This is an optimization exercise on Yosys and OpenROAD, whose aim is small area and few clock cycles per item, not a production implementation. Only simulation tests tie the RTL to the original design; equivalence was not proved. The clock port is modelled as an ideal driver; clocking choices that lean on that would not hold on a real chip.

==> flow/design.v, too long to show whole: its modules and the start of the top module <==
// module SE: 11512 lines
// module cas_bit: 10 lines
// module cas_cmp: 9 lines
// module cas_sel: 13 lines
// module cas_msb: 13 lines
// module cas_lsb: 9 lines
module SE #(
    parameter integer DATAWIDTH = 16,
    parameter integer ARRAYLENGTH = 32
)
(
    input clk,
    input reset,
    input [(DATAWIDTH * ARRAYLENGTH) - 1 : 0] array_in,
    input valid_in,
    output [(DATAWIDTH * ARRAYLENGTH) - 1 : 0] array_out,
    output valid_out
);
  // ...
==> flow/flow/run.sh <==
#!/bin/bash
# The standard layout with two changes:
#  - the input and output ports are buffered with buf_2 cells instead of the
#    delay cells buffer_ports picks on its own;
#  - after clock tree synthesis (flow/post_cts.tcl) and after global routing
#    (flow/post_grt.tcl), more setup-repair passes run than the standard
#    steps do.
# Each step's output is in this folder's orfs/logs/ and all of it in
# standard.log.
set -euo pipefail
export BUFFER_PORTS_ARGS="-buffer_cell sky130_fd_sc_hd__buf_2"
export POST_CTS_TCL="$(pwd)/flow/post_cts.tcl"
export POST_GLOBAL_ROUTE_TCL="$(pwd)/flow/post_grt.tcl"
bash standard.sh > standard.log 2>&1
==> flow/flow/post_cts.tcl <==
# Extra setup repair after CTS: the standard flow's flow gives up after a few passes.
estimate_parasitics -placement
for {set i 0} {$i < 3} {incr i} {
  repair_timing -setup -setup_margin 0.45 -repair_tns 100 -max_passes 100 -match_cell_footprint
  estimate_parasitics -placement
  report_worst_slack
}
detailed_placement
check_placement -verbose
estimate_parasitics -placement
report_worst_slack
==> flow/flow/post_grt.tcl <==
# Extra setup repair with global-route parasitics: the standard step stops
# after a few passes.  Mirrors the standard step's own sequence (repair,
# incremental global route around detailed placement), then rewrites the
# route guides for the detailed router.
estimate_parasitics -global_routing
report_worst_slack
for {set i 0} {$i < 3} {incr i} {
  repair_timing -setup -setup_margin 0.4 -repair_tns 100 -max_passes 100 -match_cell_footprint
  global_route -start_incremental
  detailed_placement
  global_route -end_incremental
  estimate_parasitics -global_routing
  report_worst_slack
}
check_placement -verbose
write_guides $::env(RESULTS_DIR)/route.guide
==> flow/standard.sh <==
#!/bin/bash
# synth_recipe.tcl (not shown) runs the flow's synth.tcl, then flattens the netlist and writes it again
# the make line also repeats each setting of config.mk as NAME=value (left out here)
make -C /OpenROAD-flow-scripts/flow DESIGN_CONFIG=/design/flow/config.mk WORK_HOME=/design/flow/orfs CLKGATE_MAP_FILE= SYNTH_SCRIPT=/design/flow/synth_recipe.tcl "${@:-finish}"
==> flow/config.mk <==
export PLATFORM = sky130hd
export DESIGN_NAME = SE
export DESIGN_NICKNAME = SE
export VERILOG_FILES = /design/flow/design.v
export SDC_FILE = /design/flow/constraint.sdc
export NUM_CORES = 4
export LEC_CHECK = 0
export CAP_MARGIN = 30
export CELL_PAD_IN_SITES_DETAIL_PLACEMENT = 1
export CELL_PAD_IN_SITES_GLOBAL_PLACEMENT = 1
export CORE_MARGIN = 2
export CORE_UTILIZATION = 33
export GPL_TIMING_DRIVEN = 0
export PLACE_DENSITY = 0.5
export SETUP_SLACK_MARGIN = 0.3
export SLEW_MARGIN = 30
export SYNTH_HIERARCHICAL = 1
export SYNTH_MINIMUM_KEEP_SIZE = 0
==> flow/constraint.sdc <==
create_clock -name core_clock -period 5.5 [get_ports {clk}]
set_input_delay 1.1000 -clock core_clock [delete_from_list [all_inputs] [get_ports {clk}]]
set_output_delay 1.1000 -clock core_clock [all_outputs]
set_load 0.01 [all_outputs]
==> impl_metrics.toml, run 1 <==
[critical_path]
crit_buf_inv = 1
cp-start-kind = "flop"
end_kind = "flop"
crit_family = "compound AO/OA/AOI/OAI gates"
critPathKind = "flop to flop"

[global_route]
grt_pass1_wl_um = 2180000
grt_pass1_vias = 296000
gr-total-overflow = 0

[final_layout]
multi_input_area_um2 = 180000
seq_share_pct = 16.6
multi_input_gates = 31500
fillers = 90000
ff_latch_area_um2 = 43700
n_all_inverters = 1968
largest_register = "vpipe"

[timing]
fin_crit_sh_pct = 96.7
setup_tns_ns = 0

[placement]
dp_slack_ns = -0.935

[routing]
drc_errors = 0

[floorplan]
std_cell_rows = 306
nWellTaps = 9240
pin_count = 1028

[run_status]
status = "no timing/DRC/antenna violations"

[cts]
tritoncts = "done"

[synth]
syn-num-nets = 36700
Testbench counts, summed over its fixed seeds: cycles 7,208, sorts 2,400.
==> inputs of run 2 (changes only) <==
==> flow/flow/post_cts.tcl (replaced) <==
# Extra setup repair after CTS: the standard flow's flow gives up after a few passes.
estimate_parasitics -placement
for {set i 0} {$i < 3} {incr i} {
  repair_timing -setup -setup_margin 0.65 -repair_tns 100 -max_passes 100 -match_cell_footprint
  estimate_parasitics -placement
  report_worst_slack
}
detailed_placement
check_placement -verbose
estimate_parasitics -placement
report_worst_slack
--- a/flow/flow/post_grt.tcl
+++ b/flow/flow/post_grt.tcl
@@ -5,7 +5,7 @@
 estimate_parasitics -global_routing
 report_worst_slack
 for {set i 0} {$i < 3} {incr i} {
-  repair_timing -setup -setup_margin 0.4 -repair_tns 100 -max_passes 100 -match_cell_footprint
+  repair_timing -setup -setup_margin 0.6 -repair_tns 100 -max_passes 100 -match_cell_footprint
   global_route -start_incremental
   detailed_placement
   global_route -end_incremental
--- a/flow/config.mk
+++ b/flow/config.mk
@@ -12,7 +12,7 @@
 export CORE_UTILIZATION = 33
 export GPL_TIMING_DRIVEN = 0
 export PLACE_DENSITY = 0.5
-export SETUP_SLACK_MARGIN = 0.3
+export SETUP_SLACK_MARGIN = 0.45
 export SLEW_MARGIN = 30
 export SYNTH_HIERARCHICAL = 1
 export SYNTH_MINIMUM_KEEP_SIZE = 0
==> impl_metrics.toml, run 2 <==
[critical_path]
critPathRequiredTime_ns = 6.32
critPathKind = "flop to flop"
end_kind = "flop"
cp-start-kind = "flop"
cp.arrival_ns = 5.86
critPathMaxFanout = 5

[cts]
clock_latency_ns = 1.10
tritoncts = "done"
numClockSinks = 2183
cts.clk_slew.worst_paths_ns = 0.08

[floorplan]
std_cell_rows = 306
die_w_um = 840
start_util_pct = 33.2
pin_count = 1028
die_h_um = 840
coreArea_um2 = 695000
dieArea_um2 = 705000

[global_route]
grt_max_degree = 16
grt_use_total_pct = 42.8
grt_pass1_wl_um = 2180000
antenna_found_initial = 372
gr-total-overflow = 0
grt_pass1_vias = 296000

[synth]
yosys_warnings = 7
avgSynthCellArea_um2 = 6.37
syn-num-nets = 36700
synth.cell_area_um2 = 230000
syn_inst = 36200

[routing]
dr_wl_met3_um = 164000
dr_total_vias = 322000
drt-wirelength-per-cell_um = 34.2
wl_um = 1620000
highest_layer = "met5"
drt-initial-drc-count = 41300
dr.pass1.iters = 9
met1Wirelength_um = 633000
wl_met2_um = 710000
vias_per_cell = 6.76
drc_errors = 0
ant_nets = 0

[final_layout]
largest_register = "vpipe"
largest_reg_flops = 3
areaGrowthSynthToFinish_pct = 15.8
layout_common_cells = "nand2_1 (6037), nor2_1 (5446), a21oi_1 (4474)"
fillers = 89800
ff_latch_area_um2 = 43700
multi_input_area_um2 = 182000
drive_above_1_share_pct = 16.2
final_common_cell = "nand2_1"
final_util_pct = 38.4
num-nets-final = 38200

[min_path]
worstHoldPathType = "input port to flop"

[timing]
fin_crit_sh_pct = 91.7
drv_slew = 0
hold_viol = 0
fin_crit_ns = 5.04
fin_skew_ns = 0.133
setup_viol = 0
fmax_mhz = 198
tightest_slew_ns = 1.26
relSlewSlack_pct = 16.1
setup_tns_ns = 0

[placement]
port_buffers = 1027
dp_hpwl_um = 1410000
gp_congestion = 1.07

[job]
timing.max_cap.violations = 0

[run_status]
status = "no timing/DRC/antenna violations"
## run 2: cell type report
cell class	instances	share of cell area [%]
well taps	9240	4.33
plain buffers	512	1.44
repair buffers	1224	2.63
clock buffers	364	2.96
multi-input cells	31500	68.4
flip-flops and latches	2183	16.4
inverters	1968	2.77
diodes	385	0.361
clock inverters	142	0.759
## run 2: worst paths after layout
| path | slack [ns] | end | from | cells after the start |
|---|---|---|---|---|
| worst max-delay path | 0.46 | r2_c174_11_g | r1_c83_13_hi | 11 |
| worst min-delay path | 0.16 | r1_in434 | array_in[434] | 1 |
| worst max register to register | 0.46 | r2_c174_11_g | r1_c83_13_hi | 11 |
| worst min register to register | 0.30 | r3_c141_14_lo | r2_c141_14_lo | 0 |
## run 2: worst max-delay path, cell delays in order (launching register included)
cell and delay, ns:
dfxtp_1 0.43, o22ai_1 0.20, a22oi_2 0.65, o22ai_1 0.32
o22ai_1 0.62, nor2_1 0.10, a21oi_1 0.60, a22oi_2 0.30
o22ai_1 0.39, nor2_1 0.08, a21oi_1 0.68, o21ai_0 0.46
## run 2: metrics by stage
| step | std cells | hold slack (ns) | setup WS, ns | cell area (um2) |
|---|---|---|---|---|
| after floorplan | 36200 | 0.310 | 1.87 | 230000 |
| after global placement | 46400 | 0.310 | -0.931 | 247000 |
| after detailed placement | 46600 | 0.313 | -0.935 | 249000 |
| final | 47500 | 0.158 | 0.457 | 267000 |
## run 2: metal layers
| metal | vias to the layer above | global-route usage [%] |
|---|---|---|
| met5 | - | 0 |
| met2 | 17600 | 68.4 |
| met3 | 3541 | 9.00 |
| met1 | 160000 | 53.0 |
| li1 | 140000 | - |
| met4 | 170 | 25.3 |

==> re-timing with driven ports <==
No port has a modelled driver above. Below, the same layouts with a new extraction and two added sets of constraints.
Step 1 sets driving cells, clkbuf_16 on the clock port and buf_2 on the other inputs (assumed; they add their load-dependent delay and slew).
Step 2 also shifts input and output timing later by t, the mid clock arrival at the registers, as if the neighbouring blocks saw the same clock.
a / b / c = ideal / step 1 / step 2; a / b = the first two.
run | t, ns | slack for setup (ns) | worst hold slack (ns)
run 1 | 1.179 | 0.181 / 0.181 / -0.679 | 0.158 / 0.021 / 0.303
run 2 | 1.190 | 0.457 / 0.457 / -0.481 | 0.158 / 0.021 / 0.304
Met with ideal ports but missed after step 2: setup timing in run 1 and run 2. The setup slack of run 2, which loses most, moves by 0.000 ns with the drivers and by -0.938 ns with both steps.
